Context: an optimization exercise on an open-source flow, tuned for small area. The choices shown serve that exercise and are no tape-out recipe. At most, simulation tests tie the RTL to the original design; equivalence was not proved. Power is estimated from default activity; no workload was simulated.

==> raven <==
==> flow/design.v <==
module Memory #(parameter Depth = 4,
                parameter Data_width = 32)
               ( input  wire clk,
                 input  wire rst,
                 input  wire EN,
                 input  wire wr_en,
                 input  wire rd_en,
                 input  wire [  Depth    - 1 : 0] add,
                 input  wire [Data_width - 1 : 0] Data_in,
                 output reg  valid_out,
                 output reg  [Data_width - 1 : 0] Data_out
               );
wire do_wr = EN & rd_en & ~wr_en;
wire do_rd = EN & wr_en & ~rd_en;
reg                   phase;
reg  [Data_width-1:0] st [0:15];
reg  [15:0]           written;
wire [Data_width-1:0] col = Data_in ^ {Data_width{phase}};
always @(posedge clk or negedge rst)
    if (~rst) phase <= 1'b0;
    else      phase <= ~phase;
wire [15:0] nsel;
wire [Data_width-1:0] pair [0:7];
genvar r;
generate
    for (r = 0; r < 16; r = r + 1) begin : row
        wire we  = do_wr & (add == r);
        wire nwe = ~(we & rst);
        assign nsel[r] = ~(add == r);
        always @(posedge clk)
            st[r] <= ~((st[r] | {Data_width{we}}) & (col | {Data_width{nwe}}));
        always @(posedge clk or negedge rst)
            if (~rst)    written[r] <= 1'b0;
            else if (we) written[r] <= 1'b1;
    end
    for (r = 0; r < 8; r = r + 1) begin : rp
        assign pair[r] = ~((st[2*r]   | {Data_width{nsel[2*r]}}) &
                           (st[2*r+1] | {Data_width{nsel[2*r+1]}}));
    end
endgenerate
wire [Data_width-1:0] nst = pair[0] | pair[1] | pair[2] | pair[3] |
                              pair[4] | pair[5] | pair[6] | pair[7];
always @(posedge clk) begin
    if (~do_wr) begin
        valid_out <= do_rd & written[add];
        Data_out  <= ~nst ^ {Data_width{phase}};
    end
end
endmodule
==> flow/run.sh <==
#!/bin/bash
# synth_recipe.tcl (not shown) runs the flow's synth.tcl, then flattens the netlist and writes it again
# the make line also repeats each setting of config.mk as NAME=value (left out here)
make -C /OpenROAD-flow-scripts/flow DESIGN_CONFIG=/design/flow/config.mk WORK_HOME=/design/flow/orfs CLKGATE_MAP_FILE= SYNTH_SCRIPT=/design/flow/synth_recipe.tcl finish
==> flow/config.mk <==
export PLATFORM = sky130hd
export DESIGN_NAME = Memory
export DESIGN_NICKNAME = Memory
export VERILOG_FILES = /design/flow/design.v
export SDC_FILE = /design/flow/constraint.sdc
export NUM_CORES = 4
export LEC_CHECK = 0
export CAP_MARGIN = 20
export CORE_MARGIN = 2
export CORE_UTILIZATION = 40
export SLEW_MARGIN = 20
==> flow/constraint.sdc <==
create_clock -name core_clock -period 5.0 [get_ports {clk}]
set_input_delay 1.0000 -clock core_clock [delete_from_list [all_inputs] [get_ports {clk}]]
set_output_delay 1.0000 -clock core_clock [all_outputs]
set_load 0.01 [all_outputs]
==> tundra (differences from raven) <==
==> flow/design.v (replaced) <==
module Memory #(parameter Depth = 4,
                parameter Data_width = 32)
               ( input  wire clk,
                 input  wire rst,
                 input  wire EN,
                 input  wire wr_en,
                 input  wire rd_en,
                 input  wire [  Depth    - 1 : 0] add,
                 input  wire [Data_width - 1 : 0] Data_in,
                 output reg  valid_out,
                 output wire [Data_width - 1 : 0] Data_out
               );
localparam W = Data_width;
wire do_wr = EN & rd_en & ~wr_en;
wire do_rd = EN & wr_en & ~rd_en;
reg          phase;
reg  [W-1:0] st [0:15];
reg  [15:0]  written;
reg  [W-1:0] dq;
always @(posedge clk or negedge rst)
    if (~rst) phase <= 1'b0;
    else      phase <= ~phase;
wire [W-1:0] col = Data_in ^ {W{phase}};
wire [15:0] nsel;
wire [W-1:0] pr [0:7];
wire [7:0]   pw;
genvar r;
generate
    for (r = 0; r < 16; r = r + 1) begin : row
        wire         we  = do_wr & (add == r);
        wire         nwe = ~we;
        wire [W-1:0] nx;
        assign nsel[r] = ~(~do_wr & (add == r));
        oai22 #(W) u_nx (.a1(st[r]), .a2({W{we}}), .b1(col), .b2({W{nwe}}), .y(nx));
        always @(posedge clk)
            st[r] <= nx;
        wire         wnx;
        or2v #(1) u_wn (.a(written[r]), .b(we), .y(wnx));
        always @(posedge clk or negedge rst)
            if (~rst) written[r] <= 1'b0;
            else      written[r] <= wnx;
    end
    for (r = 0; r < 8; r = r + 1) begin : rp
        oai22 #(W) u_rd (.a1(st[2*r]),   .a2({W{nsel[2*r]}}),
                         .b1(st[2*r+1]), .b2({W{nsel[2*r+1]}}), .y(pr[r]));
        oai22 #(1) u_wr (.a1(written[2*r]),   .a2(nsel[2*r]),
                         .b1(written[2*r+1]), .b2(nsel[2*r+1]), .y(pw[r]));
    end
endgenerate
wire [W-1:0] n0, n1, dnx;
nor4v   #(W) u_n0 (.a(pr[0]), .b(pr[1]), .c(pr[2]), .d(pr[3]), .y(n0));
nor4v   #(W) u_n1 (.a(pr[4]), .b(pr[5]), .c(pr[6]), .d(pr[7]), .y(n1));
oai211v #(W) u_dq (.a1(dq), .a2({W{~do_wr}}), .b(n0), .c(n1), .y(dnx));
always @(posedge clk)
    dq <= dnx;
assign Data_out = dq ^ {W{phase}};
always @(posedge clk)
    if (~do_wr)
        valid_out <= do_rd & ~|pw;
endmodule
module oai22 #(parameter W = 1)
             (input wire [W-1:0] a1, a2, b1, b2, output wire [W-1:0] y);
assign y = ~((a1 | a2) & (b1 | b2));
endmodule
module or2v #(parameter W = 1)
            (input wire [W-1:0] a, b, output wire [W-1:0] y);
assign y = a | b;
endmodule
module nor4v #(parameter W = 1)
             (input wire [W-1:0] a, b, c, d, output wire [W-1:0] y);
assign y = ~(a | b | c | d);
endmodule
module oai211v #(parameter W = 1)
               (input wire [W-1:0] a1, a2, b, c, output wire [W-1:0] y);
assign y = ~((a1 | a2) & b & c);
endmodule
==> flow/flow/run.sh (new file) <==
#!/bin/bash
# The standard ORFS layout with these changes:
#  - after the standard synthesis, the read-path NOR4 and OAI211 gates that
#    ABC mapped at drive strength 2 are set back to strength 1 (same
#    function; each drives a single gate input),
#  - ports are buffered with the smallest buffer,
#  - clock tree synthesis uses clkbuf_8 leaves and adds no dummy loads.
# The log of each standard.sh call is kept here; each ORFS step's full log
# stays under orfs/logs/.
set -euo pipefail
cd "$(dirname "$0")/.."
export BUFFER_PORTS_ARGS="-buffer_cell sky130_fd_sc_hd__buf_1"
export CTS_ARGS="-sink_clustering_enable -repair_clock_nets -dont_use_dummy_load -sink_clustering_size 18 -sink_clustering_max_diameter 100 -buf_list sky130_fd_sc_hd__clkbuf_8"
bash standard.sh synth > synth.log 2>&1
NET=orfs/results/sky130hd/Memory/base/1_2_yosys.v
cp "$NET" 1_2_yosys.standard.v
sed -i -e 's/sky130_fd_sc_hd__nor4_2 /sky130_fd_sc_hd__nor4_1 /' \
       -e 's/sky130_fd_sc_hd__o211ai_2 /sky130_fd_sc_hd__o211ai_1 /' "$NET"
rm -f orfs/results/sky130hd/Memory/base/1_synth.odb orfs/results/sky130hd/Memory/base/1_synth.sdc
bash standard.sh > layout.log 2>&1
==> flow/standard.sh (new file) <==
#!/bin/bash
# synth_recipe.tcl (not shown) runs the flow's synth.tcl, then flattens the netlist and writes it again
# the make line also repeats each setting of config.mk as NAME=value (left out here)
make -C /OpenROAD-flow-scripts/flow DESIGN_CONFIG=/design/flow/config.mk WORK_HOME=/design/flow/orfs CLKGATE_MAP_FILE= SYNTH_SCRIPT=/design/flow/synth_recipe.tcl "${@:-finish}"
Settings changed: CAP_MARGIN 20 to 0, CORE_UTILIZATION 40 to 50, PLACE_DENSITY set to 0.9, SLEW_MARGIN 20 to 0, SYNTH_HIERARCHICAL set to 1, SYNTH_MINIMUM_KEEP_SIZE set to 0.
removed: flow/run.sh
==> comparison table <==
quantity	raven	tundra
Sum of internal, switching and leakage power	0.01108 W	0.008829 W
Final instance area	23,480 um^2	19,710 um^2
Sequential group power	0.00562 W	0.00580 W
Worst Setup Slack, final	1.694 ns	1.639 ns
Number of clock buffers inserted by TritonCTS	54	37
Core occupancy in the finished layout	46.99%	55.41%
Invs w/o clock	6	2
Outcome	no timing/DRC/antenna violations	no timing/DRC/antenna violations
Die Width	228.5 um	193.8 um
Kind of end point of the critical path	register	output pin
Reported net switching power	0.002733 W	0.002337 W
Dpl cell area	21,570 um^2	19,190 um^2
Multi-input gate area	7786 um^2	6507 um^2
Number of multi-input logic gates	1,060	1,013
Post-placement setup slack	1.181 ns	1.273 ns
Clkbuf count	89	37
Global-route wire length before repair	104,700 um	90,980 um
Wire per inst	27.53 um	26.91 um
Syn nets	1,881	1,638
Clock insertion delay at the later pin of the skew report	0.61 ns	0.57 ns
DR vias	16,796	16,751
Fin crit period	3.306 ns	3.361 ns
Post-route insts no fill	2,550	2,212
Required arrival time at the worst endpoint	5.34 ns	4.00 ns
Fraction of area in registers	49.70%	57.59%
Height of the die	228.5 um	193.8 um
Reg power frac	50.7%	65.7%
Only the layout flow was run in raven; the RTL was not checked for function there.

## static timing again, ports no longer ideal
The results above use ideal ports. As a check the final layouts listed here were re-extracted and re-timed, cells and wires unchanged. Step 1 (the two cells are an assumption about what drives the block):
set clk [get_ports {clk}]
set_driving_cell -lib_cell sky130_fd_sc_hd__clkbuf_16 $clk
set_driving_cell -lib_cell sky130_fd_sc_hd__buf_2 [delete_from_list [all_inputs] $clk]
Step 2 moves the port delays by t, midway between the first and last clock arrival at a register: inputs arrive t later, outputs are due t later. That takes back most of the time a late clock gives input paths. a / b / c = no drivers / after step 1 / after step 2; a / b = the first two.
| run | shift t [ns] | setup slack, ns | clock arrival spread, ns | worst slew at a driven data input, ns | cell pins on the clock port's net |
|---|---|---|---|---|---|
| raven | 0.667 | 1.694 / 1.710 / 1.043 | 0.018 / 0.018 | 0.04 | 1 |
| tundra | 0.593 | 1.639 / 1.594 / 1.090 | 0.070 / 0.070 | 0.03 | 1 |
After both steps setup and hold are still met in every run listed. The setup slack of raven, which loses most, moves by +0.016 ns with the drivers and by -0.651 ns with both steps.
